From an optimization exercise on the open Yosys and OpenROAD flow, aimed at small area; shortcuts taken in it are not production practice.
The RTL was checked by simulation tests, not by an equivalence proof against the original design.
Power figures rest on the tool's default switching activity, not on a simulated workload.

`flow/run.sh`:
```
#!/bin/bash
# The standard layout, with the port buffers made of the smallest buffer cell.
set -euo pipefail
bash standard.sh finish BUFFER_PORTS_ARGS="-buffer_cell sky130_fd_sc_hd__buf_1" > standard_flow.log 2>&1
```
`standard.sh`:
```
#!/bin/bash
# synth_recipe.tcl (not shown) runs the flow's synth.tcl, then flattens the netlist and writes it again
# the make line also repeats each setting of config.mk as NAME=value (left out here)
make -C /OpenROAD-flow-scripts/flow DESIGN_CONFIG=/design/flow/config.mk WORK_HOME=/design/flow/orfs CLKGATE_MAP_FILE= SYNTH_SCRIPT=/design/flow/synth_recipe.tcl "${@:-finish}"
```
`config.mk`:
```
export PLATFORM = sky130hd
export DESIGN_NAME = Game_trinity
export DESIGN_NICKNAME = Game_trinity
export VERILOG_FILES = /design/flow/design.v
export SDC_FILE = /design/flow/constraint.sdc
export NUM_CORES = 4
export LEC_CHECK = 0
export ABC_AREA = 1
export CAP_MARGIN = 20
export CORE_MARGIN = 2
export CORE_UTILIZATION = 40
export CTS_BUF_LIST = sky130_fd_sc_hd__clkbuf_4 sky130_fd_sc_hd__clkbuf_8
export CTS_CLUSTER_DIAMETER = 100
export CTS_CLUSTER_SIZE = 30
export PLACE_DENSITY = 0.6
export SLEW_MARGIN = 20
```
`constraint.sdc`:
```
create_clock -name core_clock -period 10.0 [get_ports {CLK}]
set_input_delay 2.0000 -clock core_clock [delete_from_list [all_inputs] [get_ports {CLK}]]
set_output_delay 2.0000 -clock core_clock [all_outputs]
set_load 0.01 [all_outputs]
```
`design.v`:
```
module Game_trinity (SW, B1, B2, CLK, RST, LED, HEX0, HEX1, HEX2, HEX3, HEX4, HEX5);
input [9:0] SW;
input B1, CLK, B2, RST;
output reg [0:6] HEX0, HEX1, HEX2, HEX3, HEX4, HEX5;
output reg [9:0] LED;
localparam [12:0] R_R = 13'd2365, R_L = 13'd2353, R_T = 13'd3929, R_M = 13'd7037;
localparam [11:0] T_R = 12'd1125, T_L = 12'd1639, T_T = 12'd2921, T_M = 12'd2554;
localparam [8:0]  G_R = 9'd447, G_L = 9'd171, G_T = 9'd197, G_M = 9'd302;
reg [12:0] rdiv;
reg [11:0] tdiv;
reg [8:0]  gdiv;
wire rtick = ((rdiv ^ R_T) & R_M) == 13'd0;
wire ttick = ((tdiv ^ T_T) & T_M) == 12'd0;
wire gtick = ((gdiv ^ G_T) & G_M) == 9'd0;
always @(posedge CLK)
	if (RST) rdiv <= R_R;
	else if (rtick) rdiv <= R_L;
	else rdiv <= {rdiv[11:0], rdiv[12] ^ rdiv[9]};
always @(posedge CLK)
	if (RST) tdiv <= T_R;
	else if (ttick) tdiv <= T_L;
	else tdiv <= {tdiv[10:0], tdiv[11] ^ tdiv[10]};
always @(posedge CLK)
	if (RST) gdiv <= G_R;
	else if (gtick) gdiv <= G_L;
	else gdiv <= {gdiv[7:0], gdiv[8] ^ gdiv[1]};
localparam [1:0] S0 = 2'd0, S1 = 2'd1, S2 = 2'd2, S3 = 2'd3;
reg [1:0] PS, NS;
reg [1:0] diff;			 
reg [3:0] score, Hs1, Hs2, Hs3, Hs4;
reg [3:0] count;		 
reg [4:0] A;			 
reg [3:0] H;			 
reg [1:0] dV;			 
reg [2:0] XA, XB, XC, XD, XE, XF;	 
reg W;
wire idle = (PS == S0);
wire play = (PS == S1);
localparam [2:0] P_I = 3'd0, P_F = 3'd1, P_1 = 3'd2, P_2 = 3'd3, P_3 = 3'd4, P_4 = 3'd5, P_5 = 3'd6, P_O = 3'd7;
function [2:0] pulse_c;
	input [2:0] s;
	input x;
	case (s)
	P_I: pulse_c = x ? P_F : P_I;
	P_F: pulse_c = x ? P_2 : P_1;
	P_1: pulse_c = x ? P_2 : P_1;
	P_2: pulse_c = x ? P_3 : P_2;
	P_3: pulse_c = x ? P_4 : P_3;
	P_4: pulse_c = x ? P_5 : P_4;
	P_5: pulse_c = x ? P_O : P_5;
	default: pulse_c = x ? P_O : P_I;
	endcase
endfunction
function [2:0] pulse_t;
	input [2:0] s;
	input x, t;
	case (s)
	P_I: pulse_t = (t & x) ? P_F : P_I;
	P_F: pulse_t = P_1;
	P_1: pulse_t = (t & x) ? P_2 : P_1;
	P_2: pulse_t = (t & x) ? P_3 : P_2;
	P_3: pulse_t = (t & x) ? P_4 : P_3;
	P_4: pulse_t = (t & x) ? P_5 : P_4;
	P_5: pulse_t = (t & x) ? P_O : P_5;
	default: pulse_t = (t & ~x) ? P_I : P_O;
	endcase
endfunction
reg [2:0] cst;			 
reg [2:0] sst;			 
reg [2:0] mst;			 
reg [2:0] wa, wb, wc, wd, we, wf;	 
wire cp = (cst != P_I) & (cst != P_O);
wire srise = (sst == P_F);
wire mrise = (mst == P_F);
wire [3:0] H0n =
	(A == 5'd1) ? 4'd1 :
	(A == 5'd2) ? 4'd2 :
	(A == 5'd3) ? 4'd3 :
	(A == 5'd4) ? 4'd4 :
	(A == 5'd5) ? 4'd5 :
	(A == 5'd6) ? 4'd6 :
	(A == 5'd7) ? 4'd7 :
	(A == 5'd8) ? 4'd8 :
	(A == 5'd9) ? 4'd9 :
	(A == 5'd10) ? 4'd0 :
	(A == 5'd11) ? 4'd1 :
	(A == 5'd12) ? 4'd2 :
	(A == 5'd13) ? 4'd3 :
	(A == 5'd14) ? 4'd4 :
	(A == 5'd15) ? 4'd5 :
	(A == 5'd16) ? 4'd0 :
	(A == 5'd17) ? 4'd1 :
	(A == 5'd18) ? 4'd2 :
	(A == 5'd19) ? 4'd3 :
	(A == 5'd20) ? 4'd9 :
	(A == 5'd21) ? 4'd1 :
	(A == 5'd22) ? 4'd2 :
	(A == 5'd23) ? 4'd4 :
	(A == 5'd24) ? 4'd1 :
	(A == 5'd25) ? 4'd3 :
	(A == 5'd26) ? 4'd9 :
	(A == 5'd27) ? 4'd2 :
	(A == 5'd28) ? 4'd3 :
	(A == 5'd29) ? 4'd2 :
	(A == 5'd30) ? 4'd3 :
	(A == 5'd31) ? 4'd3 :
	4'd0;
always @(posedge CLK)
	if (RST) begin A <= 5'b10000; H <= 4'd0; dV <= 2'd0; end
	else if (rtick) begin
		A <= {A[2] ^ A[0], A[4:1]};
		if (!play) H <= H0n;
		dV <= diff;
	end
wire [17:0] V =
	({dV, H} == 6'd0) ? 18'o000123 :
	({dV, H} == 6'd1) ? 18'o000132 :
	({dV, H} == 6'd2) ? 18'o000213 :
	({dV, H} == 6'd3) ? 18'o000231 :
	({dV, H} == 6'd4) ? 18'o000321 :
	({dV, H} == 6'd5) ? 18'o000312 :
	({dV, H} == 6'd6) ? 18'o000312 :
	({dV, H} == 6'd7) ? 18'o000132 :
	({dV, H} == 6'd8) ? 18'o000213 :
	({dV, H} == 6'd9) ? 18'o000231 :
	({dV, H} == 6'd16) ? 18'o003421 :
	({dV, H} == 6'd17) ? 18'o001234 :
	({dV, H} == 6'd18) ? 18'o001342 :
	({dV, H} == 6'd19) ? 18'o001432 :
	({dV, H} == 6'd20) ? 18'o002413 :
	({dV, H} == 6'd21) ? 18'o002143 :
	({dV, H} == 6'd22) ? 18'o003124 :
	({dV, H} == 6'd23) ? 18'o003214 :
	({dV, H} == 6'd24) ? 18'o004321 :
	({dV, H} == 6'd25) ? 18'o004213 :
	({dV, H} == 6'd32) ? 18'o012345 :
	({dV, H} == 6'd33) ? 18'o014532 :
	({dV, H} == 6'd34) ? 18'o025143 :
	({dV, H} == 6'd35) ? 18'o021354 :
	({dV, H} == 6'd36) ? 18'o032145 :
	({dV, H} == 6'd37) ? 18'o035241 :
	({dV, H} == 6'd38) ? 18'o042513 :
	({dV, H} == 6'd39) ? 18'o043125 :
	({dV, H} == 6'd40) ? 18'o054312 :
	({dV, H} == 6'd41) ? 18'o051243 :
	({dV, H} == 6'd48) ? 18'o124365 :
	({dV, H} == 6'd49) ? 18'o231546 :
	({dV, H} == 6'd50) ? 18'o254631 :
	({dV, H} == 6'd51) ? 18'o342156 :
	({dV, H} == 6'd52) ? 18'o364521 :
	({dV, H} == 6'd53) ? 18'o465312 :
	({dV, H} == 6'd54) ? 18'o412536 :
	({dV, H} == 6'd55) ? 18'o541236 :
	({dV, H} == 6'd56) ? 18'o654321 :
	({dV, H} == 6'd57) ? 18'o621345 :
	18'o000123;
always @(posedge CLK)
	if (RST) count <= 4'd0;
	else if (ttick) begin
		case (count)
		4'd0: count <= play ? {diff[1] & diff[0], diff[1] ^ diff[0], ~diff[0], 1'b0} : 4'd0;
		4'd1: count <= 4'd0;
		4'd2: count <= 4'd1;
		4'd3: count <= 4'd2;
		4'd4: count <= 4'd3;
		4'd5: count <= 4'd4;
		4'd6: count <= 4'd5;
		4'd7: count <= 4'd6;
		default: count <= 4'd7;
		endcase
	end
always @(*) begin
	LED[0] = |count;
	LED[1] = count[3] | count[2] | count[1];
	LED[2] = count[3] | count[2] | (count[1] & count[0]);
	LED[3] = count[3] | count[2];
	LED[4] = count[3] | (count[2] & (count[1] | count[0]));
	LED[5] = count[3] | (count[2] & count[1]);
	LED[6] = count[3] | (count[2] & count[1] & count[0]);
	LED[7] = count[3];
	LED[8] = 1'b0;
	LED[9] = 1'b0;
end
always @(posedge CLK)
	if (RST) begin wa <= P_I; wb <= P_I; wc <= P_I; wd <= P_I; we <= P_I; wf <= P_I; end
	else begin
		wa <= pulse_t(wa, SW[0], gtick);
		wb <= pulse_t(wb, SW[1], gtick);
		wc <= pulse_t(wc, SW[2], gtick);
		wd <= pulse_t(wd, SW[3], gtick);
		we <= pulse_t(we, SW[4], gtick);
		wf <= pulse_t(wf, SW[5], gtick);
	end
wire [5:0] b2 = {XF[2], XE[2], XD[2], XC[2], XB[2], XA[2]};
wire [5:0] b1 = {XF[1], XE[1], XD[1], XC[1], XB[1], XA[1]};
wire [5:0] b0 = {XF[0], XE[0], XD[0], XC[0], XB[0], XA[0]};
wire m2 = |b2;
wire [5:0] c2 = m2 ? b2 : 6'h3F;
wire [5:0] t1 = c2 & b1;
wire m1 = |t1;
wire [5:0] c1 = m1 ? t1 : c2;
wire [5:0] t0 = c1 & b0;
wire m0 = |t0;
wire [5:0] c0 = m0 ? t0 : c1;
wire multi = (c0[0] & (|c0[5:1])) | (c0[1] & (|c0[5:2])) | (c0[2] & (|c0[5:3])) | (c0[3] & (|c0[5:4])) | (c0[4] & c0[5]);
wire [2:0] Y = multi ? XA : {m2, m1, m0};
wire [2:0] Y1 = {Y[2] ^ (Y[1] & Y[0]), Y[1] ^ Y[0], ~Y[0]};
always @(posedge CLK)
	if (RST | idle) begin XA <= 0; XB <= 0; XC <= 0; XD <= 0; XE <= 0; XF <= 0; end
	else begin
		if (wa == P_F) XA <= Y1;
		if (wb == P_F) XB <= Y1;
		if (wc == P_F) XC <= Y1;
		if (wd == P_F) XD <= Y1;
		if (we == P_F) XE <= Y1;
		if (wf == P_F) XF <= Y1;
	end
wire match = ({XF, XE, XD, XC, XB, XA} == V);
always @(posedge CLK)
	if (RST) begin cst <= P_I; sst <= P_I; mst <= P_I; end
	else begin
		cst <= pulse_c(cst, count == 4'd0);
		sst <= pulse_c(sst, PS[1]);
		mst <= pulse_c(mst, match);
	end
always @(posedge CLK)
	if (RST | idle) W <= 1'b0;
	else if (mrise & (count != 4'd0)) W <= 1'b1;
always @(posedge CLK)
	if (RST) diff <= 2'd0;
	else if (score == 4'd0 & idle) diff <= SW[7:6];
reg [3:0] best;
always @(*)
	case (diff)
	2'd0: best = Hs1;
	2'd1: best = Hs2;
	2'd2: best = Hs3;
	default: best = Hs4;
	endcase
wire best_gt = (best[3] & ~score[3]) |
	(~(best[3] ^ score[3]) & ((best[2] & ~score[2]) |
	(~(best[2] ^ score[2]) & ((best[1] & ~score[1]) |
	(~(best[1] ^ score[1]) & best[0] & ~score[0])))));
wire lose = PS[1] & PS[0];
wire hs_we = srise & lose & ~best_gt;
wire [3:0] score_inc = {score[3] ^ (score[2] & score[1] & score[0]), score[2] ^ (score[1] & score[0]), score[1] ^ score[0], ~score[0]};
always @(posedge CLK)
	if (RST) begin score <= 4'd0; Hs1 <= 4'd0; Hs2 <= 4'd0; Hs3 <= 4'd0; Hs4 <= 4'd0; end
	else begin
		if (srise) score <= lose ? 4'd0 : score_inc;
		if (hs_we & (diff == 2'd0)) Hs1 <= score;
		if (hs_we & (diff == 2'd1)) Hs2 <= score;
		if (hs_we & (diff == 2'd2)) Hs3 <= score;
		if (hs_we & (diff == 2'd3)) Hs4 <= score;
	end
always @(*)
	case (PS)
	S0: NS = (!B1 & !W) ? S1 : S0;
	S1: NS = cp ? S3 : (W ? S2 : S1);
	default: NS = (SW[5:0] == 6'd0 & count == 4'd0) ? S0 : PS;
	endcase
always @(posedge CLK)
	if (RST) PS <= S0;
	else PS <= NS;
function [0:6] seg;
	input [3:0] v;
	seg =
		(v == 4'd0) ? 7'h01 :
		(v == 4'd1) ? 7'h4F :
		(v == 4'd2) ? 7'h12 :
		(v == 4'd3) ? 7'h06 :
		(v == 4'd4) ? 7'h4C :
		(v == 4'd5) ? 7'h24 :
		(v == 4'd6) ? 7'h20 :
		(v == 4'd7) ? 7'h0F :
		(v == 4'd8) ? 7'h00 :
		(v == 4'd9) ? 7'h04 :
		7'h7F;
endfunction
reg [3:0] read;
always @(*)
	case (SW[9:8])
	2'd0: read = Hs1;
	2'd1: read = Hs2;
	2'd2: read = Hs3;
	default: read = Hs4;
	endcase
always @(*)
	case (PS)
	S0: begin
		HEX0 = 7'h7E; HEX1 = 7'h7E; HEX2 = 7'h7E; HEX4 = 7'h7E;
		if (B2) begin HEX3 = 7'h7E; HEX5 = seg(score); end
		else begin HEX3 = seg(read); HEX5 = 7'h42; end
	end
	S1: begin
		HEX0 = seg({1'b0, V[2:0]});
		HEX1 = seg({1'b0, V[5:3]});
		HEX2 = seg({1'b0, V[8:6]});
		HEX3 = seg({1'b0, V[11:9]});
		HEX4 = seg({1'b0, V[14:12]});
		HEX5 = seg({1'b0, V[17:15]});
	end
	S2: begin
		HEX0 = 7'h3F; HEX1 = 7'h3F; HEX2 = 7'h3F; HEX3 = 7'h3F; HEX4 = 7'h3F; HEX5 = 7'h3F;
	end
	default: begin
		HEX0 = 7'h77; HEX1 = 7'h77; HEX2 = 7'h77; HEX3 = 7'h77; HEX4 = 7'h77; HEX5 = 7'h77;
	end
	endcase
endmodule
```
==> metrics.md, run 1 <==
| Metric | Value |
|---|---|
| Period minus WS final | `6.092 ns` |
| Routed wire length | `22860 um` |
| CP max stage cell | `o21ai_0` |
| Overall power | `1060 uW` |
| Distinct cells, synth | `52` |
| Root Buffer | `clkbuf_8` |
| P_leak | `0.004077 uW` |
| Cts bufs inserted | `17` |
| Buffers on Ports | `63` |
| Hpwl dp | `17630 um` |
| I/O pin count | `66` |
| Worst Path Arrival | `4.09 ns` |
| Die area | `21200 um^2` |
| Initial Utilization | `40.95%` |
| Grt ovf | `0` |
| # DRC | `0` |
| Vias per cell | `~5.2` |
| Final Hold Fails | `0` |
| H-tree Lvls | `4` |
| Adder-Cell Fraction of Synth Area | `1.872%` |
| Synth Register Bits | `around 120` |
| Post-route setup TNS | `0 ns` |
| Worst path cell trace | `buf_1 > inv_1 > nor2_1 > inv_1 > o211ai_1 > o21ai_0 > nand2_1 > inv_1 > nand2_1 > o221ai_1 > a21oi_1 > inv_1 > o31ai_1 > a31oi_1 > nand3_1 > o311ai_0 > buf_1` |
| WS Path Type | `in -> out` |
| Row count | `between 50 and 60` |
| Synthesis warning total | `1` |
| IR drop worst, VDD | `0.00007178 V` |
| Critical Path Start Type | `input pin` |
| Fraction of layout cells with a size suffix above 1 | `9.004%` |
| Antenna Nets Post-Route | `0` |
| R2R cell count | `24` |
| Hold WC Path Type | `reg -> reg` |
| First-pass GRT wire length | `37140 um` |
| Gp weighted congestion | `0.9507` |
| Largest net degree at the start of global routing | `40` |
| Num Clock Sinks | `approximately 120` |
| Max-Slew Margin vs Limit | `38.96%` |
| Post-route clock skew | `0.01251 ns` |
| Mux cell area share after synthesis | `0.1404%` |
| Die X-Extent | `around 150 um` |
| Post-Syn Area | `8021 um^2` |
| DR pass1 iterations | `6` |
| Post-CTS Hold Buffers | `0` |
| Area Overhead vs Synth | `10.92%` |
| Prevailing post-synth register cell | `dfxtp_1` |
| Crit end category | `output port` |
| Ys async rst share | `0%` |
| Reg area | `2382 um^2` |
| Post-synth EDFFs | `0` |
| PwrDens | `119.1 nW/um^2` |
| Post-Synth Simple-Gate Area | `37.90%` |
| Initial DRC count | `between 700 and 800` |
| Post-synthesis compound-gate area fraction | `between 10% and 20%` |
| Final Max Slew Viols | `0` |
| Via count | `8539` |
| Total of max-cap violations | `0` |
| CP dominant cell by count | `inv_1` |
| Bufs on Longest Clock Path | `2` |
| Crit share post-route | `60.92%` |
| Upper clock frequency limit | `~160 MHz` |
| CTS tree | `done` |
| Critical-path maximum fanout | `6` |
| Post-synthesis sequential area ratio | `between 20% and 30%` |
| Skew-Pair Late Insertion Delay | `0.44 ns` |
| RSZ-0062 raised after global routing | `false` |
| GRT Util Overall | `21.17%` |
| Initial antenna violation count | `0` |
| Vias in the first global route | `7640` |
| Core ar. | `between 15000 and 20000 um^2` |
| Number of gates resized after CTS | `0` |
| WL/cell | `14.02 um` |
| Fill count | `between 2000 and 2500` |
| Die Y | `145.6 um` |
| Largest family of logic cells by synthesized area | `simple AND/OR/NAND/NOR gates` |
| Synth Area in XOR/XNOR | `0.7643%` |
| Crit-path max cell delay | `0.23 ns` |
| WHS | `0.4111 ns` |
| Post-CTS Setup Repair Bufs | `0` |
| Status | `complete, no violations` |
| Final setup viols | `0` |
| Syn avg cell area | `6.204 um^2` |
| Nets | `1380` |
| Synth Instances | `1293` |
| # diodes | `0` |
| Hold Path Depth | `2` |
| Clk slew on worst S/H paths | `0.06 ns` |
| Worst-margin pin slew | `0.9156 ns` |
| Critical Path RT | `about 8.0 ns` |
| Multi-input gate area | `4710 um^2` |
## per-layer routing
layer | wire length [um] | vias up | track usage (%) | part of all wire, %
met4 | 514 | 0 | 7.843 | 2.2
met5 | 0 | - | 0 | 0
met2 | 10340 | 280 | 34.62 | 45
met3 | 1160 | 41 | 3.103 | 5.1
li1 | - | 4358 | - | -
met1 | 10840 | 3860 | 28.37 | 47
## layout make-up
| class | count | share of cell area (%) |
|---|---|---|
| multi-input combinational | 927 | 52.93 |
| sequential | 119 | 26.78 |
| inverter | 223 | 9.408 |
| tap | 265 | 3.727 |
| clock buffer | 23 | 3.417 |
| timing repair buffer | 66 | 2.925 |
| clock inverter | 8 | 0.8156 |
## state kept, by name (all words and copies together) (netlist names), 4 cells and up
register  count
rdiv         13
Hs2           4
score         4
Hs1           4
A             5
count         4
H             4
Hs3           4
gdiv          9
tdiv         12
Hs4           4
## placed cells by master (no fill, tap or decap), types with 5 or more instances in the layout
cell type  count
nor2_1       154
nor4_1        12
a211oi_1       6
inv_1        204
o21ai_0       84
o31ai_1        8
nor2_2        11
nand3b_1       5
nand2_2       20
inv_2         17
o221ai_1       5
clkbuf_8      21
or2_2         16
o211ai_1      13
buf_1         62
a21oi_1       91
xor2_1         5
nor2_4         5
nand2_1      270
nand4_1       30
nand3_2        8
a31oi_1       12
dfxtp_1      119
nor3_1        23
ha_1          12
nand3_1       91
o22ai_1        5
## cells in the mapped netlist, types with 6 or more instances
master / number / share of area, %
dfxtp_1: 119 / 30
nor4_1: 13 / 1.0
o21ai_0: 84 / 5.2
nor2_1: 155 / 7.3
nand2_1: 270 / 13
a31oi_1: 12 / 0.94
ha_1: 12 / 1.9
a21oi_1: 91 / 5.7
o211ai_1: 13 / 1.2
clkbuf_1: 22 / 1.0
inv_1: 204 / 9.5
nand3_2: 8 / 1.0
nand4_1: 30 / 2.3
a211oi_1: 6 / 0.56
nor3_1: 23 / 1.4
or2_2: 16 / 1.2
nand2_2: 20 / 1.6
o31ai_1: 8 / 0.75
inv_2: 17 / 0.80
nor2_2: 10 / 0.78
nand3_1: 91 / 5.7
## power breakdown
| group | leakage (uW) | total [uW] | switching, uW | internal [uW] |
|---|---|---|---|---|
| clock network | 0.000190 | 413 | 188 | 225 |
| logic | 0.00292 | 149 | 102 | 47.1 |
| registers | 0.000969 | 498 | 11.1 | 487 |
## critical path: cells and delay by family
family                 cells  cell delay, ns
AND/OR/NAND/NOR            4            0.42
buffers and inverters      6            0.66
AO/OA/AOI/OAI              7            1.02
## metrics by stage
stage	cell area, um^2	util, %	setup WS, ns	std cells
after floorplan	8025	-	4.571	1294
after global placement	8514	43.46	4.060	1600
after detailed placement	8514	43.46	3.982	1600
after CTS	8891	45.39	3.958	1631
after global routing	8897	45.42	3.584	1631
final	8897	45.42	3.908	1631
## cells by family after synthesis
group | count (synthesis)
and+or+nand+nor | 659
xor gates and xnor gates | 7
muxes | 1
AOI/OAI and AO/OA | 246
adders and majority gates | 12
DFF | 119
other | 1
buffers and inverters | 248
## worst paths after layout
| check | from | to | slack, ns |
|---|---|---|---|
| worst max register to register | XE[2]$_SDFFE_PP0P_ | XE[2]$_SDFFE_PP0P_ | 6.83 |
| worst min-delay path | tdiv[2]$_SDFF_PP1_ | tdiv[3]$_SDFF_PP0_ | 0.41 |
| worst min register to register | tdiv[2]$_SDFF_PP1_ | tdiv[3]$_SDFF_PP0_ | 0.41 |
| worst max-delay path | SW[9] | HEX3[6] | 3.91 |
==> run 2, diff against run 1 <==
==> run.sh (new file) <==
#!/bin/bash
# synth_recipe.tcl (not shown) runs the flow's synth.tcl, then flattens the netlist and writes it again
# the make line also repeats each setting of config.mk as NAME=value (left out here)
make -C /OpenROAD-flow-scripts/flow DESIGN_CONFIG=/design/flow/config.mk WORK_HOME=/design/flow/orfs CLKGATE_MAP_FILE= SYNTH_SCRIPT=/design/flow/synth_recipe.tcl finish
--- a/config.mk
+++ b/config.mk
@@ -10,7 +10,4 @@
 export CORE_MARGIN = 2
 export CORE_UTILIZATION = 40
-export CTS_BUF_LIST = sky130_fd_sc_hd__clkbuf_4 sky130_fd_sc_hd__clkbuf_8
-export CTS_CLUSTER_DIAMETER = 100
-export CTS_CLUSTER_SIZE = 30
 export PLACE_DENSITY = 0.6
 export SLEW_MARGIN = 20
removed: flow/run.sh
removed: standard.sh
==> run 2 against run 1 <==
Compared with the run above: still clean on timing, DRC and antenna; global-route usage grew 0.29 points; register-to-register slack about the same; clock power is 33% higher; cell count about the same; area after synthesis unchanged; synthesized cell count stayed put; cell area increased by 6.2%; combinational power grew 23%; non-clock buffer count up 1.
==> metrics.md, run 2 <==
| Metric | Value |
|---|---|
| Grt ovf | `0 (unchanged)` |
| Initial antenna violation count | `0 (unchanged)` |
| Largest family of logic cells by synthesized area | `simple AND/OR/NAND/NOR gates (unchanged)` |
| First-pass GRT wire length | `37370 um (was 37140 um)` |
| Gp weighted congestion | `0.9833 (was 0.9507)` |
| Period minus WS final | `6.821 ns (was 6.092 ns)` |
| Biggest register | `rdiv (unchanged)` |
| Final Instance Count excl. Fillers | `1630 (was 1631)` |
| Upper clock frequency limit | `146.6 MHz (was 164.1 MHz)` |
| Hpwl dp | `18130 um (was 17630 um)` |
| Worst-margin pin slew | `0.7248 ns (was 0.9156 ns)` |
| Post-route setup TNS | `0 ns (unchanged)` |
| P_leak | `0.004323 uW (was 0.004077 uW)` |
| Most common cell after layout, fill and taps aside | `nand2_1 (unchanged)` |
| CTS tree | `done (unchanged)` |
| Pre-CTS setup slack | `3.208 ns (was 3.982 ns)` |
| Post-synth top area cell | `dfxtp_1 (unchanged)` |
| Vias in the first global route | `7567 (was 7640)` |
| Post-CTS Setup Repair Bufs | `0 (unchanged)` |
| Num Clock Sinks | `119 (unchanged)` |
| Antenna Nets Post-Route | `0 (unchanged)` |
| Fraction of layout cells with a size suffix above 1 | `8.791% (was 9.004%)` |
| Initial Utilization | `40.95% (unchanged)` |
| Row count | `51 (unchanged)` |
| GRT Max-Usage Layer | `met2 (unchanged)` |
| Synthesis warning total | `1 (unchanged)` |
| GR Util met3 | `3.605% (was 3.103%)` |
| Initial DRC count | `616 (was 734)` |
| Distinct cells, synth | `52 (unchanged)` |
| Top-count cell post-synth | `nand2_1 (unchanged)` |
| Grt met1 use | `28.43% (was 28.37%)` |
| Via count | `8439 (was 8539)` |
| Critical Path Start Type | `input pin (unchanged)` |
| Post-Synth Simple-Gate Area | `37.90% (unchanged)` |
| Placed cells | `1601 (was 1600)` |
| IR drop worst, VDD | `0.0001145 V (was 0.00007178 V)` |
| WS Path Type | `in -> out (unchanged)` |
| Area contributors post-synth | `dfxtp_1, nand2_1, inv_1 (unchanged)` |
| Largest net degree at the start of global routing | `40 (unchanged)` |
| Crit share post-route | `68.21% (was 60.92%)` |
| Max FFs per register | `13 (unchanged)` |
| Syn avg cell area | `6.204 um^2 (unchanged)` |
| DR pass1 iterations | `5 (was 6)` |
| Post-Syn Area | `8021 um^2 (unchanged)` |
| Cts bufs inserted | `17 (unchanged)` |
| Synth Register Bits | `119 (unchanged)` |
| Max-Slew Margin vs Limit | `51.31% (was 38.96%)` |
| Adder-Cell Fraction of Synth Area | `1.872% (unchanged)` |
| Post-synthesis compound-gate area fraction | `17.83% (unchanged)` |
| Post-synthesis sequential area ratio | `29.70% (unchanged)` |
| Total of max-cap violations | `0 (unchanged)` |
| Routed wire length | `23200 um (was 22860 um)` |
| Final worst setup slack | `3.179 ns (was 3.908 ns)` |
| Biggest regs | `rdiv x13, tdiv x12, gdiv x9 (unchanged)` |
| Bufs on Longest Clock Path | `2 (unchanged)` |
| Synth Instances | `1293 (unchanged)` |
| Prevailing post-synth register cell | `dfxtp_1 (unchanged)` |
| RSZ-0062 raised after global routing | `false (unchanged)` |
| Hold WC Path Type | `reg -> reg (unchanged)` |
| Post-synth EDFFs | `0 (unchanged)` |
| I/O pin count | `66 (unchanged)` |
| Nets | `1381 (was 1380)` |
| Ys async rst share | `0% (unchanged)` |
| Core ar. | `19590 um^2 (unchanged)` |
| Mux cell area share after synthesis | `0.1404% (unchanged)` |
| Clk slew on worst S/H paths | `0.05 ns (was 0.06 ns)` |
| Met2 usage | `34.83% (was 34.62%)` |
| # DRC | `0 (unchanged)` |
| Most frequent cells in the layout | `nand2_1, inv_1, nor2_1 (unchanged)` |
| H-tree Lvls | `4 (unchanged)` |
| Most frequent cells after synthesis | `nand2_1, inv_1, nor2_1, dfxtp_1 (unchanged)` |
| Root Buffer | `clkbuf_16 (was clkbuf_8)` |
| Final Hold Fails | `0 (unchanged)` |
| Die Y | `145.6 um (unchanged)` |
| Status | `complete, no violations (unchanged)` |
| Die area | `21200 um^2 (unchanged)` |
| WL/cell | `14.23 um (was 14.02 um)` |
| Post-route clock skew | `0.007781 ns (was 0.01251 ns)` |
| Final setup viols | `0 (unchanged)` |
| Top cell type's share of synthesized area | `29.70% (unchanged)` |
| # diodes | `0 (unchanged)` |
| Skew-Pair Late Insertion Delay | `0.42 ns (was 0.44 ns)` |
| Area Overhead vs Synth | `17.78% (was 10.92%)` |
| Synth Area in XOR/XNOR | `0.7643% (unchanged)` |
| Buffers on Ports | `63 (unchanged)` |
| Final Max Slew Viols | `0 (unchanged)` |
| Post-CTS Hold Buffers | `0 (unchanged)` |
| Vias per cell | `5.177 (was 5.235)` |
| Post-Route Utilization | `48.23% (was 45.42%)` |
| GRT Util Overall | `21.46% (was 21.17%)` |
| Critical-path maximum fanout | `8 (was 6)` |
| Die X-Extent | `145.6 um (unchanged)` |
| Worst Path Arrival | `4.82 ns (was 4.09 ns)` |
| PwrDens | `130.5 nW/um^2 (was 119.1 nW/um^2)` |
| Number of gates resized after CTS | `0 (unchanged)` |
| Fill count | `2105 (was 2139)` |
| Critical Path RT | `8.00 ns (about the same)` |
| Crit end category | `output port (unchanged)` |
==> run 2: cell type report <==
cell class | count | area, um^2 | share of cell area, %
Clock inverter | 10 | 83.83 | 0.8873
Inverter | 223 | 837.1 | 8.860
Sequential cell | 119 | 2382 | 25.22
Timing Repair Buffer | 67 | 660.6 | 6.992
Multi-Input combinational cell | 927 | 4710 | 49.85
Clock buffer | 19 | 442.9 | 4.688
Tap cell | 265 | 331.6 | 3.509
==> run 2: final timing paths <==
path                                         start                 end  slack [ns]  cells past startpoint
worst max-delay path                         SW[8]             HEX3[6]        3.18                     14
worst min-delay path            gdiv[0]$_SDFF_PP1_  gdiv[1]$_SDFF_PP1_        0.41                      1
worst max register to register  XE[2]$_SDFFE_PP0P_  XB[1]$_SDFFE_PP0P_        6.82                     21
worst min register to register  gdiv[0]$_SDFF_PP1_  gdiv[1]$_SDFF_PP1_        0.41                      1
==> run 2: metal layers <==
layer,wire length (um),vias up,part of all wire [%]
met3,1173,40,5.1
met2,10560,224,46
met4,624,0,2.7
met1,10840,3807,47
met5,0,-,0
li1,-,4368,-
==> run 2: critical path, stage by stage <==
cell             delay [ns]
clkdlybuf4s50_1        0.58
nand2_1                0.14
o21ai_0                0.46
nand2_1                0.13
inv_1                  0.10
nand2_1                0.08
o221ai_1               0.11
a21oi_1                0.07
inv_1                  0.07
o31ai_1                0.08
a31oi_1                0.16
nand3_1                0.09
o311ai_0               0.14
clkdlybuf4s50_1        0.61
==> run 2: logic make-up (layout without fill, tap and decap cells) <==
group | Yosys count | after routing
compound gates | 246 | 246
buf+inv | 248 | 319
simple gates | 659 | 659
xor+xnor | 7 | 7
fa+ha+maj | 12 | 12
mux | 1 | 1
other cells | 1 | 2
flops | 119 | 119
==> run 2: per-stage QoR <==
stage	power, uW	area (um^2)	hold slack [ns]
2_1_floorplan	605.7	8025	0.3925
3_3_place_gp	692.1	8915	0.3944
3_5_place_dp	692.8	8915	0.3985
4_1_cts	1244	9442	0.4115
5_1_grt	1283	9448	0.4119
6_report	1233	9448	0.4103
==> run 2: power by group <==
part / switching [uW] / total (uW) / internal, uW / leakage [uW]
logic: 102 / 184 / 81.6 / 0.00309
clock network: 210 / 551 / 340 / 0.000260
registers: 11.0 / 499 / 488 / 0.000969
==> run 3, diff against run 2 <==
==> flow/run.sh (new file) <==
#!/bin/bash
# The standard layout, with the port buffers made of the smallest buffer cell and a clock
# tree of a few small buffers (each cluster of registers gets one buffer; no dummy loads).
set -euo pipefail
bash standard.sh finish \
  BUFFER_PORTS_ARGS="-buffer_cell sky130_fd_sc_hd__buf_1" \
  CTS_ARGS="-sink_clustering_enable -repair_clock_nets -sink_clustering_size 32 -sink_clustering_max_diameter 200 -buf_list sky130_fd_sc_hd__clkbuf_4 -root_buf sky130_fd_sc_hd__clkbuf_4 -dont_use_dummy_load" \
  > standard_flow.log 2>&1
==> standard.sh (new file) <==
#!/bin/bash
# synth_recipe.tcl (not shown) runs the flow's synth.tcl, then flattens the netlist and writes it again
# the make line also repeats each setting of config.mk as NAME=value (left out here)
make -C /OpenROAD-flow-scripts/flow DESIGN_CONFIG=/design/flow/config.mk WORK_HOME=/design/flow/orfs CLKGATE_MAP_FILE= SYNTH_SCRIPT=/design/flow/synth_recipe.tcl "${@:-finish}"
removed: run.sh
==> run 3 against run 2 <==
Compared with the run above: still clean; critical path depth up 3; clock-buffer cell count down 2; register-to-register slack about the same; setup slack better by 0.73 ns; area after synthesis unchanged; largest power group is now registers.
==> metrics.md, run 3 <==
| Metric | Value |
|---|---|
| Status | `complete, no violations (unchanged)` |
| CP max stage cell | `o21ai_0 (was clkdlybuf4s50_1)` |
| CP dominant cell by count | `inv_1 (was nand2_1)` |
| Largest net degree at the start of global routing | `40 (unchanged)` |
| Post-CTS Hold Buffers | `0 (unchanged)` |
| DR pass1 iterations | `5 (unchanged)` |
| Critical Path Start Type | `input pin (unchanged)` |
| Final Hold Fails | `0 (unchanged)` |
| Critical Path RT | `8.00 ns (about the same)` |
| Initial antenna violation count | `1 (was 0)` |
| Placed standard-cell area | `8514 um^2 (was 8915 um^2)` |
| Crit share post-route | `60.92% (was 68.21%)` |
| Skew-Pair Late Insertion Delay | `0.53 ns (was 0.42 ns)` |
| Fraction of layout cells with a size suffix above 1 | `8.062% (was 8.791%)` |
| Synthesis warning total | `1 (unchanged)` |
| WL/cell | `14.08 um (was 14.23 um)` |
| Post-synth top area cell | `dfxtp_1 (unchanged)` |
| Worst Setup SP | `SW[9] (was SW[8])` |
| Hpwl dp | `17630 um (was 18130 um)` |
| Initial Utilization | `40.95% (unchanged)` |
| Reg area | `2382 um^2 (unchanged)` |
| Routed wire length | `22780 um (was 23200 um)` |
| Final Max Slew Viols | `0 (unchanged)` |
| Biggest register | `rdiv (unchanged)` |
| Post-Syn Area | `8021 um^2 (unchanged)` |
| Multi-input gate area | `4710 um^2 (unchanged)` |
| H-tree Lvls | `4 (unchanged)` |
| Period minus WS final | `6.092 ns (was 6.821 ns)` |
| Post-synth EDFFs | `0 (unchanged)` |
| R2R Path Start | `XA[2]$_SDFFE_PP0P_ (was XE[2]$_SDFFE_PP0P_)` |
| Final instance area | `8651 um^2 (was 9448 um^2)` |
| Distinct cells, synth | `52 (unchanged)` |
| Most frequent cells in the layout | `nand2_1, inv_1, nor2_1 (unchanged)` |
| Die X-Extent | `145.6 um (unchanged)` |
| Area Overhead vs Synth | `7.846% (was 17.78%)` |
| Post-CTS Setup Repair Bufs | `0 (unchanged)` |
| Top cell type's share of synthesized area | `29.70% (unchanged)` |
| Syn avg cell area | `6.204 um^2 (unchanged)` |
| Worst path cell trace | `buf_1 > inv_1 > nor2_1 > inv_1 > o211ai_1 > o21ai_0 > nand2_1 > inv_1 > nand2_1 > o221ai_1 > a21oi_1 > inv_1 > o31ai_1 > a31oi_1 > nand3_1 > o311ai_0 > buf_1 (was clkdlybuf4s50_1 > nand2_1 > o21ai_0 > nand2_1 > inv_1 > nand2_1 > o221ai_1 > a21oi_1 > inv_1 > o31ai_1 > a31oi_1 > nand3_1 > o311ai_0 > clkdlybuf4s50_1)` |
| Max-Slew Margin vs Limit | `39.35% (was 51.31%)` |
| Prevailing post-synth register cell | `dfxtp_1 (unchanged)` |
| WS Path Type | `in -> out (unchanged)` |
| Top-count cell post-synth | `nand2_1 (unchanged)` |
| Vias in the first global route | `7608 (was 7567)` |
| IR drop worst, VDD | `0.00008436 V (was 0.0001145 V)` |
| Crit end category | `output port (unchanged)` |
| Bufs on Longest Clock Path | `2 (unchanged)` |
| Die Y | `145.6 um (unchanged)` |
| Nets | `1380 (was 1381)` |
| Root Buffer | `clkbuf_4 (was clkbuf_16)` |
| Cts bufs inserted | `17 (unchanged)` |
| Post-route clock skew | `0.03515 ns (was 0.007781 ns)` |
| Vias per cell | `5.267 (was 5.177)` |
| Via count | `8522 (was 8439)` |
| RSZ-0062 raised after global routing | `false (unchanged)` |
| Num Clock Sinks | `119 (unchanged)` |
| Post-synthesis sequential area ratio | `29.70% (unchanged)` |
| Most frequent cells after synthesis | `nand2_1, inv_1, nor2_1, dfxtp_1 (unchanged)` |
| Post-route setup TNS | `0 ns (unchanged)` |
| Worst-margin pin slew | `0.9098 ns (was 0.7248 ns)` |
| Antenna Nets Post-Route | `0 (unchanged)` |
| Crit-path max cell delay | `0.24 ns (was 0.61 ns)` |
| Synth Register Bits | `119 (unchanged)` |
| Max FFs per register | `13 (unchanged)` |
| Gp weighted congestion | `0.9507 (was 0.9833)` |
| Hold Crit Start | `tdiv[2]$_SDFF_PP1_ (was gdiv[0]$_SDFF_PP1_)` |
| Final Instance Count excl. Fillers | `1618 (was 1630)` |
| Row count | `51 (unchanged)` |
| Critical-path maximum fanout | `6 (was 8)` |
| Total of max-cap violations | `0 (unchanged)` |
| Hold WC Path Type | `reg -> reg (unchanged)` |
| Grt ovf | `0 (unchanged)` |
| I/O pin count | `66 (unchanged)` |
| Area contributors post-synth | `dfxtp_1, nand2_1, inv_1 (unchanged)` |
| Placed cells | `1600 (was 1601)` |
| Most common cell after layout, fill and taps aside | `nand2_1 (unchanged)` |
| Clk slew on worst S/H paths | `0.08 ns (was 0.05 ns)` |
| Upper clock frequency limit | `164.2 MHz (was 146.6 MHz)` |
| Synth Instances | `1293 (unchanged)` |
| GRT Util Overall | `21.13% (was 21.46%)` |
| Final setup viols | `0 (unchanged)` |
| Buffers on Ports | `63 (unchanged)` |
| PwrDens | `100.9 nW/um^2 (was 130.5 nW/um^2)` |
| CTS tree | `done (unchanged)` |
| Ys async rst share | `0% (unchanged)` |
| Die area | `21200 um^2 (unchanged)` |
| # DRC | `0 (unchanged)` |
| Initial DRC count | `766 (was 616)` |
| First-pass GRT wire length | `37060 um (was 37370 um)` |
| P_leak | `0.003965 uW (was 0.004323 uW)` |
| Number of gates resized after CTS | `0 (unchanged)` |
| Core ar. | `19590 um^2 (unchanged)` |
| Worst Path Arrival | `4.09 ns (was 4.82 ns)` |
| Biggest regs | `rdiv x13, tdiv x12, gdiv x9 (unchanged)` |
| Fill count | `2160 (was 2105)` |
-- run 3: cell counts after synthesis --
No cell type changed its count.
-- run 3: final timing paths --
check                                     endpoint  slack (ns)  depth (start not counted)
worst max-delay path                       HEX3[6]        3.91                         17
worst min-delay path            tdiv[3]$_SDFF_PP0_        0.41                          2
worst min register to register  tdiv[3]$_SDFF_PP0_        0.41                          2
worst max register to register  XE[2]$_SDFFE_PP0P_        6.82                         25
-- run 3: where the power goes --
group          switching, uW  total (uW)  leakage [uW]  internal, uW
sequential              10.9         498      0.000969           487
clock                    149         226     0.0000782          77.5
combinational            102         149       0.00292          47.1
-- run 3: area by class of cell --
cell class / instances / share of cell area (%)
multi-input cells: 927 / 54.44
inverters: 223 / 9.676
repair buffers: 66 / 3.008
flip-flops and latches: 119 / 27.54
well taps: 265 / 3.833
diodes: 1 / 0.02893
clock buffers: 17 / 1.475
-- run 3: per-layer routing --
metal / share of wire (%) / wire (um) / GRT usage (%)
met1: 48 / 10860 / 28.33
met2: 45 / 10330 / 34.55
met3: 4.9 / 1113 / 3.668
met4: 2.1 / 478 / 6.961
met5: 0 / 0 / 0
-- run 3: cells by family (layout without fill, tap and decap cells) --
| logic type | after synthesis | after routing | share of synthesized area (%) |
|---|---|---|---|
| compound gates | 246 | 246 | 17.83 |
| mux | 1 | 1 | 0.1404 |
| flops | 119 | 119 | 29.70 |
| xor+xnor | 7 | 7 | 0.7643 |
| simple gates | 659 | 659 | 37.90 |
| fa+ha+maj | 12 | 12 | 1.872 |
| other cells | 1 | 3 | 0.04675 |
| buf+inv | 248 | 306 | 11.75 |
-- run 3: per-stage QoR --
| step | worst slack, ns | total power, uW | hold slack [ns] | utilization [%] |
|---|---|---|---|---|
| after global placement | 4.060 | 656.9 | 0.3946 | 43.46 |
| after detailed placement | 3.982 | 656.8 | 0.4028 | 43.46 |
| after CTS | 3.958 | 884.9 | 0.4141 | 44.11 |
| after floorplan | 4.571 | 605.7 | 0.3925 | - |
| final | 3.908 | 872.7 | 0.4123 | 44.16 |
| after global routing | 3.584 | 923.5 | 0.4338 | 44.16 |
-- run 3: critical path, delay by kind of cell --
family	cells	cell delay (ns)
buffers and inverters	6	0.65
AND/OR/NAND/NOR	4	0.42
AO/OA/AOI/OAI	7	1.02
==> run 4, diff against run 3 <==
--- a/design.v
+++ b/design.v
@@ -37,17 +37,19 @@
 wire idle = (PS == S0);
 wire play = (PS == S1);
-localparam [2:0] P_I = 3'd0, P_F = 3'd1, P_1 = 3'd2, P_2 = 3'd3, P_3 = 3'd4, P_4 = 3'd5, P_5 = 3'd6, P_O = 3'd7;
+localparam [2:0] T_I = 3'd0, T_F = 3'd1, T_1 = 3'd2, T_2 = 3'd3, T_3 = 3'd4, T_4 = 3'd5, T_5 = 3'd6, T_O = 3'd7;
+localparam [2:0] C_I = 3'd0, C_F = 3'd1, C_1 = 3'd2, C_2 = 3'd3, C_3 = 3'd4, C_4 = 3'd5, C_5 = 3'd6, C_O = 3'd7;
+localparam [2:0] K_I = 3'd0, K_1 = 3'd1, K_2 = 3'd2, K_3 = 3'd3, K_4 = 3'd4, K_5 = 3'd5, K_O = 3'd6;
 function [2:0] pulse_c;
 	input [2:0] s;
 	input x;
 	case (s)
-	P_I: pulse_c = x ? P_F : P_I;
-	P_F: pulse_c = x ? P_2 : P_1;
-	P_1: pulse_c = x ? P_2 : P_1;
-	P_2: pulse_c = x ? P_3 : P_2;
-	P_3: pulse_c = x ? P_4 : P_3;
-	P_4: pulse_c = x ? P_5 : P_4;
-	P_5: pulse_c = x ? P_O : P_5;
-	default: pulse_c = x ? P_O : P_I;
+	C_I: pulse_c = x ? C_F : C_I;
+	C_F: pulse_c = x ? C_2 : C_1;
+	C_1: pulse_c = x ? C_2 : C_1;
+	C_2: pulse_c = x ? C_3 : C_2;
+	C_3: pulse_c = x ? C_4 : C_3;
+	C_4: pulse_c = x ? C_5 : C_4;
+	C_5: pulse_c = x ? C_O : C_5;
+	default: pulse_c = x ? C_O : C_I;
 	endcase
 endfunction
@@ -56,12 +58,25 @@
 	input x, t;
 	case (s)
-	P_I: pulse_t = (t & x) ? P_F : P_I;
-	P_F: pulse_t = P_1;
-	P_1: pulse_t = (t & x) ? P_2 : P_1;
-	P_2: pulse_t = (t & x) ? P_3 : P_2;
-	P_3: pulse_t = (t & x) ? P_4 : P_3;
-	P_4: pulse_t = (t & x) ? P_5 : P_4;
-	P_5: pulse_t = (t & x) ? P_O : P_5;
-	default: pulse_t = (t & ~x) ? P_I : P_O;
+	T_I: pulse_t = (t & x) ? T_F : T_I;
+	T_F: pulse_t = T_1;
+	T_1: pulse_t = (t & x) ? T_2 : T_1;
+	T_2: pulse_t = (t & x) ? T_3 : T_2;
+	T_3: pulse_t = (t & x) ? T_4 : T_3;
+	T_4: pulse_t = (t & x) ? T_5 : T_4;
+	T_5: pulse_t = (t & x) ? T_O : T_5;
+	default: pulse_t = (t & ~x) ? T_I : T_O;
+	endcase
+endfunction
+function [2:0] pulse_k;
+	input [2:0] s;
+	input x;
+	if (!x) pulse_k = K_I;
+	else case (s)
+	K_I: pulse_k = K_1;
+	K_1: pulse_k = K_2;
+	K_2: pulse_k = K_3;
+	K_3: pulse_k = K_4;
+	K_4: pulse_k = K_5;
+	default: pulse_k = K_O;
 	endcase
 endfunction
@@ -70,7 +85,7 @@
 reg [2:0] mst;			 
 reg [2:0] wa, wb, wc, wd, we, wf;	 
-wire cp = (cst != P_I) & (cst != P_O);
-wire srise = (sst == P_F);
-wire mrise = (mst == P_F);
+wire cp = (cst != K_I) & (cst != K_O);
+wire srise = (sst == C_F);
+wire mrise = (mst == C_F);
 wire [3:0] H0n =
 	(A == 5'd1) ? 4'd1 :
@@ -111,5 +126,5 @@
 		A <= {A[2] ^ A[0], A[4:1]};
 		if (!play) H <= H0n;
-		dV <= diff;
+		dV <= (diff == 2'd0) ? 2'd0 : (diff == 2'd1) ? 2'd1 : (diff == 2'd2) ? 2'd2 : 2'd3;
 	end
 wire [17:0] V =
@@ -154,5 +169,5 @@
 	({dV, H} == 6'd56) ? 18'o654321 :
 	({dV, H} == 6'd57) ? 18'o621345 :
-	18'o000123;
+	18'o000000;
 always @(posedge CLK)
 	if (RST) count <= 4'd0;
@@ -183,5 +198,5 @@
 end
 always @(posedge CLK)
-	if (RST) begin wa <= P_I; wb <= P_I; wc <= P_I; wd <= P_I; we <= P_I; wf <= P_I; end
+	if (RST) begin wa <= T_I; wb <= T_I; wc <= T_I; wd <= T_I; we <= T_I; wf <= T_I; end
 	else begin
 		wa <= pulse_t(wa, SW[0], gtick);
@@ -209,17 +224,17 @@
 	if (RST | idle) begin XA <= 0; XB <= 0; XC <= 0; XD <= 0; XE <= 0; XF <= 0; end
 	else begin
-		if (wa == P_F) XA <= Y1;
-		if (wb == P_F) XB <= Y1;
-		if (wc == P_F) XC <= Y1;
-		if (wd == P_F) XD <= Y1;
-		if (we == P_F) XE <= Y1;
-		if (wf == P_F) XF <= Y1;
+		if (wa == T_F) XA <= Y1;
+		if (wb == T_F) XB <= Y1;
+		if (wc == T_F) XC <= Y1;
+		if (wd == T_F) XD <= Y1;
+		if (we == T_F) XE <= Y1;
+		if (wf == T_F) XF <= Y1;
 	end
 wire match = ({XF, XE, XD, XC, XB, XA} == V);
 always @(posedge CLK)
-	if (RST) begin cst <= P_I; sst <= P_I; mst <= P_I; end
+	if (RST) begin cst <= K_I; sst <= C_I; mst <= C_I; end
 	else begin
-		cst <= pulse_c(cst, count == 4'd0);
-		sst <= pulse_c(sst, PS[1]);
+		cst <= pulse_k(cst, count == 4'd0);
+		sst <= pulse_c(sst, (PS == S2) | (PS == S3));
 		mst <= pulse_c(mst, match);
 	end
@@ -242,5 +257,5 @@
 	(~(best[2] ^ score[2]) & ((best[1] & ~score[1]) |
 	(~(best[1] ^ score[1]) & best[0] & ~score[0])))));
-wire lose = PS[1] & PS[0];
+wire lose = (PS == S3);
 wire hs_we = srise & lose & ~best_gt;
 wire [3:0] score_inc = {score[3] ^ (score[2] & score[1] & score[0]), score[2] ^ (score[1] & score[0]), score[1] ^ score[0], ~score[0]};
@@ -278,4 +293,16 @@
 		7'h7F;
 endfunction
+function [0:6] seg3;
+	input [2:0] v;
+	seg3 =
+		(v == 3'd0) ? 7'h01 :
+		(v == 3'd1) ? 7'h4F :
+		(v == 3'd2) ? 7'h12 :
+		(v == 3'd3) ? 7'h06 :
+		(v == 3'd4) ? 7'h4C :
+		(v == 3'd5) ? 7'h24 :
+		(v == 3'd6) ? 7'h20 :
+		7'h0F;
+endfunction
 reg [3:0] read;
 always @(*)
@@ -294,10 +321,10 @@
 	end
 	S1: begin
-		HEX0 = seg({1'b0, V[2:0]});
-		HEX1 = seg({1'b0, V[5:3]});
-		HEX2 = seg({1'b0, V[8:6]});
-		HEX3 = seg({1'b0, V[11:9]});
-		HEX4 = seg({1'b0, V[14:12]});
-		HEX5 = seg({1'b0, V[17:15]});
+		HEX0 = seg3(V[2:0]);
+		HEX1 = seg3(V[5:3]);
+		HEX2 = seg3(V[8:6]);
+		HEX3 = seg3(V[11:9]);
+		HEX4 = seg3(V[14:12]);
+		HEX5 = seg3(V[17:15]);
 	end
 	S2: begin
==> flow/run.sh (replaced) <==
#!/bin/bash
# Standard synthesis, then the combinational logic re-mapped for area (registers untouched,
# proven equivalent), then the standard layout with the smallest buffer cell on the ports and
# a clock tree of small buffers without dummy loads.
set -euo pipefail
YOSYS=$FLOW_HOME/../tools/install/yosys/bin/yosys
R=orfs/results/$FLOW_PLATFORM/Game_trinity/base
export RESYN_LIB=$FLOW_HOME/platforms/$FLOW_PLATFORM/lib/sky130_fd_sc_hd__tt_025C_1v80.lib
export RESYN_TOP=$FLOW_TOP RESYN_IN=$PWD/resyn_in.v RESYN_OUT=$PWD/resyn_out.v RESYN_SCRIPT=$PWD/flow/resyn.abc

bash standard.sh synth > 1_standard_synth.log 2>&1
cp $R/1_2_yosys.v resyn_in.v
$YOSYS -c flow/resyn.tcl > 2_resyn.log 2>&1
$YOSYS -c flow/eqchk.tcl > 3_resyn_equiv.log 2>&1
cp resyn_out.v $R/1_2_yosys.v
rm -f $R/1_synth.odb $R/1_synth.sdc
bash standard.sh finish \
  BUFFER_PORTS_ARGS="-buffer_cell sky130_fd_sc_hd__buf_1" \
  CTS_ARGS="-sink_clustering_enable -repair_clock_nets -sink_clustering_size 32 -sink_clustering_max_diameter 200 -buf_list sky130_fd_sc_hd__clkbuf_4 -root_buf sky130_fd_sc_hd__clkbuf_8 -dont_use_dummy_load" \
  > 4_standard_finish.log 2>&1
==> flow/eqchk.tcl (new file) <==
# Prove the re-mapped netlist equivalent to the standard synthesis netlist (same registers).
yosys -import
read_liberty -ignore_miss_func $::env(RESYN_LIB)
read_verilog $::env(RESYN_IN)
yosys rename $::env(RESYN_TOP) gold
read_verilog $::env(RESYN_OUT)
yosys rename $::env(RESYN_TOP) gate
hierarchy -check
flatten
yosys rename -hide gold/w:_* gate/w:_*
opt_clean
equiv_make gold gate equiv
hierarchy -top equiv
equiv_simple -seq 1
equiv_induct
equiv_status -assert
==> flow/resyn.abc (new file) <==
strash
&get -n
&deepsyn -T 60
&put
dch -f
amap
topo
==> flow/resyn.tcl (new file) <==
# Re-map the combinational logic of the standard synthesis netlist with a stronger
# area-oriented ABC script. The flip-flop instances (names, cells, Q nets) are kept as they are.
yosys -import
set lib $::env(RESYN_LIB)
read_liberty -ignore_miss_func $lib
read_verilog $::env(RESYN_IN)
hierarchy -top $::env(RESYN_TOP)
foreach ff [list sky130_fd_sc_hd__dfxtp_1 sky130_fd_sc_hd__dfxtp_2 sky130_fd_sc_hd__dfxtp_4] {
  setattr -mod -set keep_hierarchy 1 $ff
}
flatten
opt_clean -purge
stat
abc -liberty $lib -script $::env(RESYN_SCRIPT) -dont_use *lpflow* -dont_use *probe*
opt_clean -purge
hilomap -singleton -hicell sky130_fd_sc_hd__conb_1 HI -locell sky130_fd_sc_hd__conb_1 LO
splitnets
insbuf -buf sky130_fd_sc_hd__buf_4 A X
opt_clean -purge
stat -liberty $lib
select -module $::env(RESYN_TOP)
write_verilog -noexpr -noattr -nohex -nodec -selected $::env(RESYN_OUT)
==> run 4 against run 3 <==
Compared with the run above: first-iteration DRC count grew 3.5%; sequential cell count stayed put; synthesized cell count down 29%; critical endpoint is now HEX2[0]; register-to-register slack lost 2.1 ns; global-route usage is 3.5 points higher; cell area down 19%; routed wire length down 9.4%; setup slack worse by 0.96 ns; highest routed layer is now met5; via count down 19%; die area decreased by 20%.
==> metrics.md, run 4 <==
| Metric | Value |
|---|---|
| Status | `complete, no violations (unchanged)` |
| Core ar. | `15710 um^2 (was 19590 um^2)` |
| Crit share post-route | `70.55% (was 60.92%)` |
| Final Max Slew Viols | `0 (unchanged)` |
| WL/cell | `16.95 um (was 14.08 um)` |
| Most common cell after layout, fill and taps aside | `nor2_1 (was nand2_1)` |
| Grt met1 use | `34.56% (was 28.33%)` |
| GR Util met3 | `4.715% (was 3.668%)` |
| Initial DRC count | `793 (was 766)` |
| Die Y | `130.0 um (was 145.6 um)` |
| Post-Syn Area | `6351 um^2 (was 8021 um^2)` |
| RSZ-0062 raised after global routing | `false (unchanged)` |
| Gp weighted congestion | `1.029 (was 0.9507)` |
| Post-CTS Hold Buffers | `0 (unchanged)` |
| Hold WC Path Type | `reg -> reg (unchanged)` |
| Die area | `16900 um^2 (was 21200 um^2)` |
| WS Path Type | `reg -> out (was in -> out)` |
| Routed wire length | `20630 um (was 22780 um)` |
| Worst-margin pin slew | `0.8856 ns (was 0.9098 ns)` |
| Met2 usage | `37.14% (was 34.55%)` |
| H-tree Lvls | `4 (unchanged)` |
| Max-Slew Margin vs Limit | `40.50% (was 39.35%)` |
| Most frequent cells in the layout | `nor2_1, clkinv_1, dfxtp_1 (was nand2_1, inv_1, nor2_1)` |
| Critical-path maximum fanout | `11 (was 6)` |
| PwrDens | `123.6 nW/um^2 (was 100.9 nW/um^2)` |
| Syn avg cell area | `6.941 um^2 (was 6.204 um^2)` |
| Hpwl dp | `15680 um (was 17630 um)` |
| Critical Path RT | `8.00 ns (about the same)` |
| Number of gates resized after CTS | `0 (unchanged)` |
| Fraction of layout cells with a size suffix above 1 | `2.697% (was 8.062%)` |
| GRT Util Overall | `24.61% (was 21.13%)` |
| Upper clock frequency limit | `141.8 MHz (was 164.2 MHz)` |
| Num Clock Sinks | `119 (unchanged)` |
| Final setup viols | `0 (unchanged)` |
| I/O pin count | `66 (unchanged)` |
| Final Hold Fails | `0 (unchanged)` |
| Critical Path Start Type | `register (was input pin)` |
| Nets | `1017 (was 1380)` |
| Grt ovf | `0 (unchanged)` |
| Antenna Nets Post-Route | `0 (unchanged)` |
| Biggest regs | `rdiv x13, tdiv x12, gdiv x9 (unchanged)` |
| Largest net degree at the start of global routing | `43 (was 40)` |
| CTS tree | `done (unchanged)` |
| Die X-Extent | `130.0 um (was 145.6 um)` |
| Worst Path Arrival | `5.05 ns (was 4.09 ns)` |
| Post-CTS Setup Repair Bufs | `0 (unchanged)` |
| Vias in the first global route | `6119 (was 7608)` |
| # DRC | `0 (unchanged)` |
| Root Buffer | `clkbuf_8 (was clkbuf_4)` |
| IR drop worst, VDD | `0.00009551 V (was 0.00008436 V)` |
| Total of max-cap violations | `0 (unchanged)` |
| Fill count | `1676 (was 2160)` |
| Initial Utilization | `40.42% (was 40.95%)` |
| Biggest register | `rdiv (unchanged)` |
| Via count | `6919 (was 8522)` |
| Post-route clock skew | `0.03199 ns (was 0.03515 ns)` |
| Max FFs per register | `13 (unchanged)` |
| Synth Instances | `915 (was 1293)` |
| Clk slew on worst S/H paths | `0.09 ns (was 0.08 ns)` |
| # diodes | `0 (was 1)` |
| Area Overhead vs Synth | `10.85% (was 7.846%)` |
| Skew-Pair Late Insertion Delay | `0.41 ns (was 0.53 ns)` |
| Period minus WS final | `7.055 ns (was 6.092 ns)` |
| Row count | `46 (was 51)` |
| DR pass1 iterations | `6 (was 5)` |
| Initial antenna violation count | `1 (unchanged)` |
| Bufs on Longest Clock Path | `2 (unchanged)` |
| Buffers on Ports | `63 (unchanged)` |
| Vias per cell | `5.685 (was 5.267)` |
| First-pass GRT wire length | `32260 um (was 37060 um)` |
| WHS | `0.4125 ns (was 0.4123 ns)` |
| Cts bufs inserted | `17 (unchanged)` |
| Post-route setup TNS | `0 ns (unchanged)` |
| Crit end category | `output port (unchanged)` |
| GRT Max-Usage Layer | `met2 (unchanged)` |
| Synthesis warning total | `1 (unchanged)` |
| P_leak | `0.002324 uW (was 0.003965 uW)` |
[run 4: cell type report]
type	count	area, um^2	area share [%]
inverter	141	529.3	7.517
sequential	119	2382	33.84
tap	216	270.3	3.839
clock buffer	17	133.9	1.902
multi-input combinational	653	3427	48.68
timing repair buffer	71	297.8	4.230
[run 4: final timing paths]
path,from,end,slack (ns),depth (start not counted)
worst max-delay path,dV[1]$_SDFFE_PP0P_,HEX2[0],2.95,16
worst min-delay path,gdiv[0]$_SDFF_PP1_,gdiv[1]$_SDFF_PP1_,0.41,1
worst max register to register,dV[1]$_SDFFE_PP0P_,mst[1]$_SDFF_PP0_,4.77,16
worst min register to register,gdiv[0]$_SDFF_PP1_,gdiv[1]$_SDFF_PP1_,0.41,1
[run 4: metrics by stage]
stage	cells	area, um^2	setup slack [ns]	power [uW]	utilization [%]
final	1217	7041	2.945	870.5	44.81
after global routing	1217	7041	2.542	917.6	44.81
after CTS	1217	7036	3.068	883.3	44.78
after detailed placement	1200	6902	3.523	649.5	43.92
after global placement	1200	6902	3.673	649.0	43.92
after floorplan	916	6355	4.165	590.1	-
[run 4: worst max-delay path, stage by stage (launching register included)]
cell       delay (ns)
dfxtp_1          0.58
clkinv_1         0.29
nor2_1           0.49
clkinv_1         0.20
nor2_1           0.34
clkinv_1         0.21
nand2_1          0.13
nor2_1           0.07
nor4b_1          0.33
a211oi_1         0.15
clkinv_1         0.18
nor2_1           0.05
a2111oi_0        0.72
clkinv_1         0.21
o211a_1          0.28
or3_1            0.30
buf_1            0.13
[run 4: report_power, final]
| group | internal (uW) | total [uW] | switching [uW] |
|---|---|---|---|
| clock network | 83.3 | 231 | 148 |
| logic | 45.6 | 146 | 100 |
| registers | 486 | 494 | 8.13 |
| total | 614 | 870 | 256 |
[run 4: metal layers]
layer  wire [um]  vias to the layer above
met5          13                        -
met4         679                        2
met3        1663                       55
met2        8948                      316
met1        9321                     3109
li1            -                     3437
==> run 5, diff against run 4 <==
--- a/flow/resyn.tcl
+++ b/flow/resyn.tcl
@@ -9,4 +9,5 @@
   setattr -mod -set keep_hierarchy 1 $ff
 }
+yosys rename -hide c:_*
 flatten
 opt_clean -purge
==> run 5 against run 4 <==
Compared with the run above: combinational power is 18% lower; critical path depth decreased by 7; die area is 0.32% lower.
==> metrics.md, run 5 <==
| Metric | Value |
|---|---|
| Period minus WS final | `6.274 ns (was 7.055 ns)` |
| Biggest register | `rdiv (unchanged)` |
| Initial DRC count | `740 (was 793)` |
| Final setup viols | `0 (unchanged)` |
| Fill count | `1682 (was 1676)` |
| Most frequent cells in the layout | `nor2_1, clkinv_1, dfxtp_1 (unchanged)` |
| Final Instance Count excl. Fillers | `1205 (was 1217)` |
| Critical-path maximum fanout | `15 (was 11)` |
| Reg-to-reg endpoint | `mst[1]$_SDFF_PP0_ (unchanged)` |
| Nets | `1010 (was 1017)` |
| Worst Path Arrival | `4.27 ns (was 5.05 ns)` |
| Die area | `16850 um^2 (was 16900 um^2)` |
| Worst-margin pin slew | `1.015 ns (was 0.8856 ns)` |
| Synthesis warning total | `1 (unchanged)` |
| PwrDens | `122.2 nW/um^2 (was 123.6 nW/um^2)` |
| WS Path Type | `reg -> out (unchanged)` |
| Hold Crit Start | `rdiv[7]$_SDFF_PP0_ (was gdiv[0]$_SDFF_PP1_)` |
| Row count | `45 (was 46)` |
| H-tree Lvls | `4 (unchanged)` |
| Hold WC Path Type | `reg -> reg (unchanged)` |
| Via count | `6902 (was 6919)` |
| Clk slew on worst S/H paths | `0.09 ns (about the same)` |
| Post-route setup TNS | `0 ns (unchanged)` |
| Metal3 WL | `1478 um (was 1663 um)` |
| Met2 WL | `8583 um (was 8948 um)` |
| GRT Util Overall | `24.67% (was 24.61%)` |
| Grt ovf | `0 (unchanged)` |
| Worst Setup SP | `PS[0]$_SDFFE_PP0P_ (was dV[1]$_SDFFE_PP0P_)` |
| P_leak | `0.002322 uW (was 0.002324 uW)` |
| Post-CTS Hold Buffers | `0 (unchanged)` |
| Initial antenna violation count | `0 (was 1)` |
| Biggest regs | `rdiv x13, tdiv x12, gdiv x9 (unchanged)` |
| WHS Endpoint | `rdiv[8]$_SDFF_PP1_ (was gdiv[1]$_SDFF_PP1_)` |
| Post-Syn Area | `6330 um^2 (was 6351 um^2)` |
| Status | `complete, no violations (unchanged)` |
| Hpwl dp | `15190 um (was 15680 um)` |
| Cts bufs inserted | `17 (unchanged)` |
| Antenna Nets Post-Route | `0 (unchanged)` |
| Post-route clock skew | `0.03564 ns (was 0.03199 ns)` |
| Total of max-cap violations | `0 (unchanged)` |
| Overall power | `852.0 uW (was 870.5 uW)` |
| WL/cell | `16.86 um (was 16.95 um)` |
| Core ar. | `15310 um^2 (was 15710 um^2)` |
| Hold Path Depth | `1 (unchanged)` |
| Multi-input gate area | `3378 um^2 (was 3427 um^2)` |
| Vias per cell | `5.728 (was 5.685)` |
| Buffers on Ports | `63 (unchanged)` |
| Skew-Pair Late Insertion Delay | `0.41 ns (about the same)` |
| R2R Path Start | `dV[1]$_SDFFE_PP0P_ (unchanged)` |
| First-pass GRT wire length | `32320 um (was 32260 um)` |
| DR top layer | `met4 (was met5)` |
| # DRC | `0 (unchanged)` |
| Max FFs per register | `13 (unchanged)` |
| Largest net degree at the start of global routing | `44 (was 43)` |
| Area Overhead vs Synth | `10.12% (was 10.85%)` |
| DR pass1 iterations | `5 (was 6)` |
| Max-Slew Margin vs Limit | `31.74% (was 40.50%)` |
| Bufs on Longest Clock Path | `2 (unchanged)` |
| Critical Path RT | `8.00 ns (about the same)` |
| Fraction of layout cells with a size suffix above 1 | `2.113% (was 2.697%)` |
| Most common cell after layout, fill and taps aside | `nor2_1 (unchanged)` |
| Vias in the first global route | `6125 (was 6119)` |
| Root Buffer | `clkbuf_8 (unchanged)` |
| IR drop worst, VDD | `0.00006758 V (was 0.00009551 V)` |
| Die X-Extent | `129.8 um (was 130.0 um)` |
| Post-CTS Setup Repair Bufs | `0 (unchanged)` |
| Final Hold Fails | `0 (unchanged)` |
| Final Max Slew Viols | `0 (unchanged)` |
| Worst reg-to-reg setup slack | `4.96 ns (was 4.77 ns)` |
| Num Clock Sinks | `119 (unchanged)` |
| Synth Instances | `913 (was 915)` |
| Crit share post-route | `62.74% (was 70.55%)` |
| Upper clock frequency limit | `159.4 MHz (was 141.8 MHz)` |
| Number of gates resized after CTS | `0 (unchanged)` |
| R2R cell count | `14 (was 16)` |
| M1 WL | `9819 um (was 9321 um)` |
| CTS tree | `done (unchanged)` |
| Critical Path Start Type | `register (unchanged)` |
| Die Y | `129.8 um (was 130.0 um)` |
| Initial Utilization | `41.33% (was 40.42%)` |
| Crit end category | `output port (unchanged)` |
| Routed wire length | `20320 um (was 20630 um)` |
| Gp weighted congestion | `0.9702 (was 1.029)` |
| Syn avg cell area | `6.933 um^2 (was 6.941 um^2)` |
| RSZ-0062 raised after global routing | `false (unchanged)` |
| # diodes | `0 (unchanged)` |
| I/O pin count | `66 (unchanged)` |
| Placed cells | `1188 (was 1200)` |
| Reg area | `2382 um^2 (unchanged)` |
==> run 5: stage by stage <==
step / hold WS (ns) / instance area (um^2) / util (%) / setup WS [ns]
global route: 0.4363 / 6970 / 45.51 / 3.426
detailed placement: 0.3907 / 6835 / 44.63 / 3.874
global placement: 0.3857 / 6835 / 44.63 / 3.956
floorplan: 0.3844 / 6334 / - / 4.322
finish: 0.4183 / 6970 / 45.51 / 3.726
CTS: 0.4193 / 6969 / 45.51 / 3.825
==> run 5: worst max path at each step <==
stage,to,slack [ns],cells past startpoint
2_1_floorplan,HEX3[0],4.32,14
3_3_place_gp,HEX3[0],3.96,16
3_5_place_dp,HEX3[0],3.87,16
4_1_cts,HEX5[3],3.82,9
5_1_grt,HEX5[3],3.43,9
6_report,HEX5[3],3.73,9
==> run 5: power breakdown <==
part           switching [uW]  internal (uW)  leakage [uW]
sequential               8.48            485      0.000969
combinational            84.3           35.7       0.00127
clock                     155           83.4     0.0000808
total                     248            604       0.00232
==> run 5: worst max-delay path: stages, from the launching register on <==
cell      delay (ns)
dfxtp_1         0.68
clkinv_1        0.50
nor2_1          0.84
clkinv_1        0.73
nor2_1          0.43
o21ai_0         0.15
o21ai_0         0.14
o21a_1          0.16
nor3_1          0.08
buf_1           0.18
==> run 5: metal layers <==
metal  up-vias  track usage [%]
met4         0            7.780
met2       279            36.59
li1       3409                -
met5         -                0
met1      3176            35.43
met3        38            5.822
==> run 5: final cells by class <==
type / instances / share of cell area (%)
inverters: 147 / 7.916
multi-input cells: 645 / 48.47
flip-flops and latches: 119 / 34.18
repair buffers: 66 / 3.734
well taps: 211 / 3.787
clock buffers: 17 / 1.921

## what the ideal ports hide
In the flow no input, the clock included, has a driving cell. The finished layouts below were timed again as built, in two steps.
Step 1 (the two cells are an assumption about what drives the block):
set clk [get_ports {CLK}]
set_driving_cell -lib_cell sky130_fd_sc_hd__clkbuf_16 $clk
set_driving_cell -lib_cell sky130_fd_sc_hd__buf_2 [delete_from_list [all_inputs] $clk]
Step 2 adds t to the input delays and takes it off the output delays; t is the mean of the earliest and latest rising clock arrival at the registers after step 1. Input paths then give back, and output paths get back, about the clock's delay inside the block.
Slacks: no drivers / after step 1 / after step 2; pairs: no drivers / after step 1.
| run | t, ns | setup WS [ns] | latest minus earliest clock arrival (ns) | worst register clock-pin slew, ns | worst data-port slew with drivers (ns) |
|---|---|---|---|---|---|
| run 1 | 0.475 | 3.908 / 3.884 / 3.884 | 0.013 / 0.013 | 0.07 / 0.07 | 0.04 |
| run 2 | 0.453 | 3.179 / 3.154 / 3.154 | 0.008 / 0.008 | 0.05 / 0.05 | 0.04 |
| run 3 | 0.547 | 3.908 / 3.884 / 3.884 | 0.040 / 0.040 | 0.12 / 0.12 | 0.04 |
| run 4 | 0.427 | 2.945 / 2.907 / 3.335 | 0.033 / 0.033 | 0.10 / 0.10 | 0.04 |
| run 5 | 0.429 | 3.726 / 3.687 / 3.798 | 0.040 / 0.040 | 0.11 / 0.11 | 0.04 |
After both steps every run listed still meets setup and hold. For run 2, which loses most, drivers alone change the setup slack by -0.025 ns; drivers and shift together by -0.025 ns.
